This is an optimization exercise on Yosys and OpenROAD, whose aim is small area, a short achievable clock period and few clock cycles, not a production implementation.
The RTL was checked by simulation tests, not by an equivalence proof against the original design.
No activity file was given, so power comes from the tool's default toggle rates.

[config.mk]
export PLATFORM = sky130hd
export DESIGN_NAME = draw_lines
export DESIGN_NICKNAME = draw_lines
export VERILOG_FILES = /design/flow/design.v
export SDC_FILE = /design/flow/constraint.sdc
export NUM_CORES = 4
export LEC_CHECK = 0
export CAP_MARGIN = 20
export CORE_MARGIN = 2
export CORE_UTILIZATION = 40
export SLEW_MARGIN = 20
[constraint.sdc]
create_clock -name core_clock -period 5.0 [get_ports {i_clk}]
set_input_delay 1.0000 -clock core_clock [delete_from_list [all_inputs] [get_ports {i_clk}]]
set_output_delay 1.0000 -clock core_clock [all_outputs]
set_load 0.01 [all_outputs]
[design.v]
`timescale 1ns / 1ps
module dp_ram(
    input                         i_clk,
    input                         i_a_wr,
    input  [P_LOG2_RAM_DEPTH-1:0] i_a_addr,
    input          [P_DATA_W-1:0] i_a_data,
    output reg     [P_DATA_W-1:0] o_a_data,
    input                         i_b_wr,
    input  [P_LOG2_RAM_DEPTH-1:0] i_b_addr,
    input          [P_DATA_W-1:0] i_b_data,
    output reg     [P_DATA_W-1:0] o_b_data
    );
   function integer log2;
      input [31:0] value;
      begin
	 value = value-1;
	 for (log2=0; value>0; log2=log2+1)
	   value = value>>1;
      end
   endfunction
   parameter P_DATA_W    = 640;
   parameter P_LOG2_RAM_DEPTH = 9;
   reg [P_DATA_W-1:0] mem [0:2**P_LOG2_RAM_DEPTH-1];
   always @(posedge i_clk) 
   begin
      o_a_data         <= mem[i_a_addr];
      if(i_a_wr) begin
         o_a_data      <= i_a_data;
         mem[i_a_addr] <= i_a_data;
      end
   end
   always @(posedge i_clk) 
   begin
      o_b_data         <= mem[i_b_addr];
      if(i_b_wr) begin
         o_b_data      <= i_b_data;
         mem[i_b_addr] <= i_b_data;
      end
   end
endmodule
`timescale 1ns / 1ps
module fifo(
    input                 i_clk,
    input                 i_reset,
    input  [P_DATA_W-1:0] i_data,
    input                 i_read,
    input                 i_write,
    output [P_DATA_W-1:0] o_data,
    output                o_empty,
    output                o_full
    );
   parameter  P_DATA_W = 11;
   parameter  P_ADDR_W = 8;
   localparam P_DEPTH  = (1 << P_ADDR_W);
   reg  [P_ADDR_W-1:0] wr_addr;
   reg  [P_ADDR_W-1:0] rd_addr;
   reg  [P_DATA_W-1:0] output_data;
   wire [P_DATA_W-1:0] ram_data;
   reg  [P_ADDR_W-1:0] counter;
   assign o_full  = (counter == (P_DEPTH-1));
   assign o_empty = (counter == 0);
   assign o_data  = ram_data; 
   always @(posedge i_clk)
   begin
      if (i_reset) begin
         wr_addr <= 0;
      end else if (i_write) begin
         wr_addr <= wr_addr+1;
      end
   end
   always @(posedge i_clk)
   begin
      if (i_reset) begin
         rd_addr <= 0;
      end else if (i_read) begin
         rd_addr <= rd_addr+1;
      end
   end
   always @(posedge i_clk)
   begin
      if (i_reset) begin
         counter <= 0;
      end else if (i_read && !i_write) begin
         counter <= counter-1;
      end else if (i_write && !i_read) begin
         counter <= counter+1;
      end
   end
   dp_ram #(
      .P_DATA_W(P_DATA_W),
      .P_LOG2_RAM_DEPTH(P_ADDR_W)
      ) buffer (
         .i_clk(i_clk),
         .i_a_wr(i_write),
         .i_a_addr(wr_addr),
         .i_a_data(i_data),
         .o_a_data(),
         .i_b_wr(1'b0),
         .i_b_addr(rd_addr),
         .i_b_data(0),
         .o_b_data(ram_data)
    );
endmodule
`timescale 1ns / 1ps
module bresenham(
      input                        i_clk,
      input                        i_reset,
      input      [P_X_COORD_W-1:0] i_x0,
      input      [P_X_COORD_W-1:0] i_x1,
      input      [P_Y_COORD_W-1:0] i_y0,
      input      [P_Y_COORD_W-1:0] i_y1,
      input                        i_load_vals,
      output reg [P_X_COORD_W-1:0] o_x_val,
      output reg [P_Y_COORD_W-1:0] o_y_val,
      output                       o_vals_rdy,
      output                       o_waiting
    );
   parameter  P_X_COORD_W                 = 11;
   parameter  P_Y_COORD_W                 = 11;
   localparam P_ERROR_W                   = (P_X_COORD_W>P_Y_COORD_W) ? P_X_COORD_W : P_Y_COORD_W;
   localparam STATE__WAITING              = 0;
   localparam STATE__SETUP_IS_STEEP       = 1;
   localparam STATE__SETUP_REV_COORDS     = 2;
   localparam STATE__SETUP_ERROR_AND_STEP = 3;
   localparam STATE__DRAWING              = 4;
   reg                    [2:0] curr_state, next_state;
   reg signed [P_X_COORD_W-1:0] x, x0, x1;
   reg signed [P_Y_COORD_W-1:0] y, y0, y1;
   reg signed [P_X_COORD_W-1:0] delta_x;
   reg signed [P_X_COORD_W-1:0] delta_y;
   reg signed   [P_ERROR_W-1:0] error;
   reg signed             [1:0] ystep;
   reg                          steep;
   reg                          vals_rdy;
   reg                          waiting;
   assign o_vals_rdy   = vals_rdy;
   assign o_waiting    = (curr_state == STATE__WAITING) ? 1'b1 : 1'b0;
   always @(posedge i_clk)
   begin
      if (i_reset) begin
         x              <= 'b0;
         x0             <= 'b0;
         x1             <= 'b0;
         y              <= 'b0;
         y0             <= 'b0;
         y1             <= 'b0;
         error          <= 'b0;
         curr_state     <= STATE__WAITING;
      end else begin
         vals_rdy       <= 0;
         x0             <= x0;
         x1             <= x1;
         y0             <= y0;
         y1             <= y1;
         error          <= error;
         curr_state     <= next_state;
         case (curr_state)
            STATE__WAITING : begin
               if (i_load_vals) begin
                  x0    <= i_x0;
                  x1    <= i_x1;
                  y0    <= i_y0;
                  y1    <= i_y1;
                  error <= 'b0;
               end
            end
            STATE__SETUP_IS_STEEP : begin
               if (y1 > y0) begin
                  if (x1 > x0) begin 
                     steep <= (y1-y0) > (x1-x0);
                  end else begin
                     steep <= (y1-y0) > (x0-x1);
                  end
               end else begin
                  if (x1 > x0) begin 
                     steep <= (y0-y1) > (x1-x0);
                  end else begin
                     steep <= (y0-y1) > (x0-x1);
                  end
               end
            end
            STATE__SETUP_REV_COORDS : begin
               if (steep) begin
                  if (y0 > y1) begin
                     x0      <= y1;
                     x1      <= y0;
                     y0      <= x1;
                     y1      <= x0;
                     delta_x <= y0-y1;
                     delta_y <= (x1>x0 ? x1-x0 : x0-x1);
                  end else begin
                     x0      <= y0;
                     x1      <= y1;
                     y0      <= x0;
                     y1      <= x1;
                     delta_x <= y1-y0;
                     delta_y <= (x1>x0 ? x1-x0 : x0-x1);
                  end
               end else begin
                  if (x0 > x1) begin
                     x0      <= x1;
                     x1      <= x0;
                     y0      <= y1;
                     y1      <= y0;
                     delta_x <= x0-x1;
                     delta_y <= (y1>y0 ? y1-y0 : y0-y1);
                  end else begin
                     delta_x <= x1-x0;
                     delta_y <= (y1>y0 ? y1-y0 : y0-y1);
                  end
               end
            end
            STATE__SETUP_ERROR_AND_STEP : begin
               error <= delta_x >>> 1;
               ystep <= (y0<y1 ? 1 : -1);
               x     <= x0;
               y     <= y0;
            end
            STATE__DRAWING : begin
               if (steep) begin
                  o_x_val <= y;
                  o_y_val <= x;
               end else begin
                  o_x_val <= x;
                  o_y_val <= y;
               end
               x <= x+1;
               if (error-delta_y < 0) begin
                  error <= error-delta_y + delta_x;
                  y     <= y+ystep;
               end else begin
                  error <= error-delta_y;
               end
               vals_rdy <= 1;
            end
         endcase
      end
   end
   always @(curr_state, i_load_vals, x, x1)
   begin
      next_state = curr_state;
      case(curr_state)
         STATE__WAITING : begin
            if (i_load_vals) begin
               next_state = STATE__SETUP_IS_STEEP;
            end 
         end
         STATE__SETUP_IS_STEEP : begin
            next_state = STATE__SETUP_REV_COORDS;
         end
         STATE__SETUP_REV_COORDS : begin
            next_state = STATE__SETUP_ERROR_AND_STEP;
         end
         STATE__SETUP_ERROR_AND_STEP : begin
            next_state = STATE__DRAWING;
         end
         STATE__DRAWING : begin
            if (x == x1) begin
               next_state = STATE__WAITING;
            end 
         end         
      endcase
   end
endmodule
`timescale 1ns / 1ps
module draw_lines(
      input                                      i_clk,
      input                                      i_reset,
      input                    [P_X_COORD_W-1:0] i_x0,
      input                    [P_X_COORD_W-1:0] i_x1,
      input                    [P_Y_COORD_W-1:0] i_y0,
      input                    [P_Y_COORD_W-1:0] i_y1,
      input                                      i_start,
      input                                      i_load_fifo,
      output                                     o_waiting,
      output                                     o_fifo_full,
      output                                     o_wr,
      output                [P_LOG2_RAM_DEPTH-1:0] o_addr
    );
    parameter P_X_COORD_W = 11;
    parameter P_Y_COORD_W = 11;
    parameter P_SCREEN_W = 640;
    parameter P_SCREEN_H = 480;
    parameter P_DATA_W = 1;
    parameter P_LOG2_RAM_DEPTH = 19;
    parameter P_FIFO_ADDR_W = 4;
    localparam STATE__WAITING = 0;
    localparam STATE__CLEAR   = 1;
    localparam STATE__LOAD    = 2;
    localparam STATE__DRAW    = 3;
    reg [1:0] curr_state;
    reg [1:0] next_state;
    wire [P_LOG2_RAM_DEPTH-1:0] bres_addr;
    reg  [P_LOG2_RAM_DEPTH-1:0] buffer_addr;
    wire bres_wr;
    reg  buffer_wr;
    wire [P_DATA_W-1:0] bres_data;
    reg  [P_DATA_W-1:0] buffer_data;
    wire                   bres_waiting;
    wire                   load_vals;
    wire [P_X_COORD_W-1:0] fifo_x0;
    wire [P_X_COORD_W-1:0] fifo_x1;
    wire [P_Y_COORD_W-1:0] fifo_y0;
    wire [P_Y_COORD_W-1:0] fifo_y1;
    wire     [P_X_COORD_W-1:0] x_val;
    wire     [P_Y_COORD_W-1:0] y_val;
    wire fifo_empty;
    wire fifo_full;
    assign o_fifo_full = fifo_full;
    assign o_waiting  = (curr_state == STATE__WAITING) ? 1'b1 : 1'b0;
    fifo #(.P_DATA_W(P_X_COORD_W), .P_ADDR_W(P_FIFO_ADDR_W)) x0_in_buffer (
		.i_clk(i_clk), 
		.i_reset(i_reset), 
		.i_data(i_x0), 
		.i_read(load_vals), 
		.i_write(i_load_fifo), 
		.o_data(fifo_x0), 
		.o_empty(fifo_empty), 
		.o_full(fifo_full)
	 );
    fifo #(.P_DATA_W(P_X_COORD_W), .P_ADDR_W(P_FIFO_ADDR_W)) x1_in_buffer (
		.i_clk(i_clk), 
		.i_reset(i_reset), 
		.i_data(i_x1), 
		.i_read(load_vals), 
		.i_write(i_load_fifo), 
		.o_data(fifo_x1), 
		.o_empty(), 
		.o_full()
	 );
    fifo #(.P_DATA_W(P_Y_COORD_W), .P_ADDR_W(P_FIFO_ADDR_W)) y0_in_buffer (
		.i_clk(i_clk), 
		.i_reset(i_reset), 
		.i_data(i_y0), 
		.i_read(load_vals), 
		.i_write(i_load_fifo), 
		.o_data(fifo_y0), 
		.o_empty(), 
		.o_full()
	 );
    fifo #(.P_DATA_W(P_Y_COORD_W), .P_ADDR_W(P_FIFO_ADDR_W)) y1_in_buffer (
		.i_clk(i_clk), 
		.i_reset(i_reset), 
		.i_data(i_y1), 
		.i_read(load_vals), 
		.i_write(i_load_fifo), 
		.o_data(fifo_y1), 
		.o_empty(), 
		.o_full()
	 );
    always @(posedge i_clk) 
    begin
      if (i_reset) begin
         curr_state <= STATE__WAITING;
      end else begin
         curr_state <= next_state;
      end
    end
   always @(curr_state, i_start, bres_waiting, fifo_empty)
   begin
      next_state = curr_state;
      case(curr_state)
         STATE__WAITING : begin
            if (i_start == 1'b1) begin
               next_state = STATE__LOAD;
            end
         end
         STATE__LOAD : begin
            next_state = STATE__DRAW;
         end
         STATE__DRAW : begin
            if (bres_waiting && fifo_empty) begin
               next_state = STATE__WAITING;
            end else if (~fifo_empty && bres_waiting) begin
               next_state = STATE__LOAD;
            end
         end
      endcase
   end
	bresenham bres (
		.i_clk(i_clk), 
		.i_reset(i_reset), 
		.i_x0(fifo_x0), 
		.i_x1(fifo_x1), 
		.i_y0(fifo_y0), 
		.i_y1(fifo_y1), 
		.i_load_vals(load_vals), 
      .o_x_val(x_val),
      .o_y_val(y_val),
		.o_vals_rdy(bres_wr),
      .o_waiting(bres_waiting)
	);
   assign load_vals = (curr_state == STATE__LOAD) ? 1'b1 : 1'b0;
   assign o_wr   = buffer_wr;
   assign o_addr = buffer_addr;
   assign bres_addr  = P_SCREEN_W*y_val+x_val;
   assign bres_data  = 1;
   always @(bres_addr, 
            bres_wr, 
            bres_data, 
            curr_state)
   begin
      case (curr_state)
         STATE__DRAW : begin
            buffer_wr   = bres_wr;
            buffer_addr = bres_addr;
            buffer_data = bres_data;
         end
         default : begin
            buffer_wr   = 1'b0;
            buffer_addr = 0;
            buffer_data = 0;
         end
      endcase
   end
endmodule
[run.sh]
#!/bin/bash
# synth_recipe.tcl (not shown) runs the flow's synth.tcl, then flattens the netlist and writes it again
# the make line also repeats each setting of config.mk as NAME=value (left out here)
make -C /OpenROAD-flow-scripts/flow DESIGN_CONFIG=/design/flow/config.mk WORK_HOME=/design/flow/orfs CLKGATE_MAP_FILE= SYNTH_SCRIPT=/design/flow/synth_recipe.tcl finish
==> metrics.md <==
| Metric | Value |
|---|---|
| Clock tree sinks | `913` |
| Setup violators final | `0` |
| Die width | `328.1 microns` |
| Root buffer cell | `clkbuf_16` |
| Initial DRC Count | `2402` |
| Via Count | `25020` |
| Hold buffer count at cts | `0` |
| Bufs on Longest Clock Path | `3` |
| Sw Ratio | `34.12%` |
| Final setup margin | `0.3299 ns` |
| Critical-path top delay cell | `clkdlybuf4s50_1` |
| Vias in the first global route | `25290` |
| CP required | `4.00 ns` |
| Crit Path Class | `register to output port` |
| Setup WS pre-CTS | `0.5744 ns` |
| CP bufs+invs | `2` |
| Io pins | `70` |
| Status | `complete, no violations` |
| HP Class | `register to register` |
| Power Density | `510.1 mW/mm^2` |
| Iteration count of the initial detailed-routing pass | `6` |
| Post-DR wirelength/cell | `23.48 microns` |
| Combinational share of power | `33.2%` |
| First-pass GRT wire length | `157200 microns` |
| Core area | `0.1038 sq mm` |
| Post-Route Setup TNS | `0 ns` |
| Int Pwr | `0.01590 W` |
| Layout area overhead | `12.62%` |
| Max_slew headroom | `29.67%` |
| Layout cells sized above 1 | `15.22%` |
| Crit-path leading delay family | `adder cells` |
| Fill count | `9038` |
| Detailed Place HPWL | `67430 microns` |
| Syn avg cell area | `14.38 sq um` |
| Final ANT Viol Nets | `0` |
| Worst Path Max Fanout | `2` |
| Asr flop ratio synth | `0%` |
| Routed Wire Length | `103900 microns` |
| Final #Nets | `3174` |
| Synthesized area | `0.04201 sq mm` |
| Final min period | `4.670 ns` |
| TritonCTS clock tree | `yes` |
| Seq/Total Area, Yosys | `61.40%` |
| Mapped Cells | `2921` |
| Final Hold Vio Count | `0` |
| Row count | `118` |
| GPL Wtd Cong | `0.9218` |
| DR DRC count | `0` |
| Critical Path Start Type | `register` |
| Critical-path cell list | `ha_1 > ha_1 > inv_1 > fa_1 > nor2b_1 > o21ai_0 > a21boi_1 > o21ai_0 > nand2_1 > xnor2_1 > xnor2_1 > nor2_1 > clkdlybuf4s50_1` |
| Worst-Skew Late Latency | `0.70 ns` |
| Clock power frac | `29.8%` |
| Reg clk slew, reported paths | `0.06 ns` |
| Max Clk Rate | `0.2141 GHz` |
| VDD IR-drop max | `0.3008 mV` |
| Initial Util | `40.47%` |
| Overflow after GRT | `0` |
| Initial antenna violation count | `5` |
| Max Cap Violations | `0` |
| Largest stage delay on the critical path | `0.55 ns` |
| Switching power | `0.008233 W` |
| Die Area | `0.1076 sq mm` |
| Arr. time, crit path | `3.67 ns` |
| LEAKAGE | `16.10 nW` |
| CP endpoint kind | `output port` |
| Worst-margin pin slew | `1.054 ns` |
| Flops & latches, synth | `913` |
| TritonCTS Buffers | `95` |
| Predominant post-synthesis flop cell | `edfxtp_1` |
| Largest net degree at the start of global routing | `89` |
| RSZ-0062 raised after global routing | `false` |
| H-tree levels | `3` |
| Vias per cell | `5.656` |
| Final Cycle Share | `93.40%` |
| Post-synth EDFFs | `751` |
| Yosys cell types | `85` |
| Slew Viols, Final | `0` |
| Die Y | `328.1 microns` |
| GRT Overall Usage | `19.29%` |
| Clock Skews | `0.04304 ns` |
| Port bufs | `69` |
| Ys Warns | `5` |
| Synth Net Count | `3135` |
| Register share of total power | `37.0%` |
## worst register-to-register path, cell delays in order (launching register included)
cell and delay (ns):
dfxtp_1 0.37, inv_1 0.10, ha_1 0.18, inv_1 0.06, fa_1 0.41, a21o_2 0.21, a21oi_1 0.20, o21ai_0 0.17
a2111oi_0 0.52, nor3_1 0.14, xor2_1 0.29, inv_1 0.11, ha_1 0.32, o21ai_0 0.07, a21oi_1 0.05, or4_1 0.45
a21o_1 0.21, a221oi_1 0.29, a22oi_1 0.13
## cells by family (layout without fill, tap and decap cells)
kind of cell             Yosys count  count (layout)  share of synthesized area [%]
flip-flops                       913             913                          61.40
AND/OR/NAND/NOR                  658             658                          7.548
AO/OA/AOI/OAI                    489             489                          7.327
buffers and inverters            295             417                          2.737
multiplexers                     290             290                          13.56
adder cells (fa/ha/maj)          167             167                          5.147
XOR/XNOR                         109             109                          2.273
other                              0               1                              0
## path summary, 6_finish.rpt
check,start,end,slack [ns],cells after the start
min reg2reg,y0_in_buffer.buffer.o_b_data[6],bres.y0[6],0.44,2
min,y0_in_buffer.buffer.o_b_data[6],bres.y0[6],0.44,2
max,bres.o_y_val[3],o_addr[16],0.33,13
max reg2reg,bres.x1[0],bres.steep,0.44,18
## routing by layer
metal	up-vias	part of all wire [%]	routed length, microns	track usage (%)
li1	11323	-	-	-
met4	4	2.7	2825	6.532
met1	12740	43	44670	26.09
met5	-	0.023	24	0
met2	780	49	50670	31.96
met3	173	5.5	5676	2.778
## through the flow
stage | util [%] | total power (W) | cells | instance area (sq um) | hold WS [ns]
after CTS | 45.55 | 0.02416 | 4423 | 47280 | 0.4619
after global routing | 45.58 | 0.02533 | 4424 | 47310 | 0.4737
final | 45.58 | 0.02413 | 4424 | 47310 | 0.4398
after global placement | 42.46 | 0.01692 | 4242 | 44070 | 0.4458
after detailed placement | 42.47 | 0.01696 | 4242 | 44080 | 0.4509
after floorplan | - | 0.01451 | 2921 | 42010 | 0.4361
## repair_timing
item,4_1_cts,5_1_grt
setup endpoints to repair,1,2
cloned,0,0
gates resized for setup,1,6
pin swaps,0,1
buffers inserted,1,0
## sequential cells by signal (all words and copies together) (netlist names), 176 cells and up
signal                   cells
x0_in_buffer.buffer.mem    176
x1_in_buffer.buffer.mem    176
y1_in_buffer.buffer.mem    176
y0_in_buffer.buffer.mem    176
## power by group through the flow
stage / Clock [W] / Sequential (W) / Combinational (W)
global placement: 0 / 0.00908 / 0.00783
floorplan: 0 / 0.00888 / 0.00563
CTS: 0.00731 / 0.00894 / 0.00791
detailed placement: 0 / 0.00910 / 0.00786
finish: 0.00718 / 0.00894 / 0.00801
global route: 0.00761 / 0.00898 / 0.00875
## synth_stat cells (10+ instances only)
master / instances / area [sq um]
edfxtp_1: 751 / 22550
mux4_2: 220 / 4955
nor2_1: 186 / 698.2
dfxtp_1: 162 / 3243
ha_1: 156 / 1952
nand2_1: 146 / 548.0
o21ai_0: 139 / 695.7
inv_1: 135 / 506.7
a21oi_1: 132 / 660.6
nand3_1: 102 / 510.5
clkbuf_1: 101 / 379.1
and2_1: 71 / 444.2
xnor2_1: 64 / 560.5
a31oi_1: 55 / 344.1
xor2_1: 45 / 394.1
mux2i_1: 39 / 390.4
buf_1: 37 / 138.9
mux2_2: 30 / 337.8
and3_1: 28 / 175.2
nor3_1: 27 / 135.1
nand4_1: 26 / 162.7
nor2b_1: 23 / 143.9
a21o_1: 21 / 157.7
o21a_1: 17 / 127.6
buf_2: 16 / 80.08
a211oi_1: 14 / 105.1
a2111oi_0: 12 / 105.1
a22oi_1: 12 / 90.09
fa_1: 10 / 200.2
or3_1: 10 / 62.56
## cells in the final DEF (no fill, tap or decap), types with 10 or more instances in the layout
cell type and n:
and3_1 28, mux4_2 220, dfxtp_1 154, nor2b_1 22, nand2_1 145, clkbuf_1 16, a2111oi_0 11, buf_4 32
clkinv_2 16, a21oi_1 132, ha_1 156, a211oi_1 14, nand4_1 26, clkbuf_16 99, o21a_1 17, a31oi_1 55
nor3_1 27, mux2_2 30, nor2_1 185, or3_1 10, clkdlybuf4s50_1 66, mux2i_1 39, clkinv_1 21, edfxtp_1 751
xor2_1 45, a22oi_1 12, a21o_1 21, and2_1 70, xnor2_1 63, fa_1 10, inv_1 134, o21ai_0 139
nand3_1 102
## final cells by class
type                       instances  area, sq um  area share (%)
antenna                            1        2.502        0.005289
clock buffer                     122         2616           5.530
clock inverter                    58        578.1           1.222
inverter                         136        513.0           1.084
multi-input combinational       1713        15120           31.96
sequential                       913        25810           54.55
tap                             1380         1727           3.650
timing repair buffer             101        945.9           1.999
Testbench counts, summed over its fixed seeds: cycles 129,814.

[re-timing with driven ports]
The results above use ideal ports. As a check the final layout listed here was re-extracted and re-timed, cells and wires unchanged. Step 1 sets driving cells, clkbuf_16 on the clock port and buf_2 on the other inputs (assumed; they add their load-dependent delay and slew). Step 2 times the ports against the registers' clock, not the clock port: input delays grow and output delays shrink by t, the midpoint of the rising clock arrivals with the driver on. Slacks: ideal / step 1 / step 2; pairs: ideal / step 1.
shift t [ns]: 0.745
slack for setup (ns): 0.330 / 0.260 / 0.443
worst setup path at the end: register to register
worst data-port slew with drivers (ns): 0.08
After both steps this run still meets setup and hold. For this run, drivers alone change the setup slack by -0.070 ns; drivers and shift together by +0.113 ns.
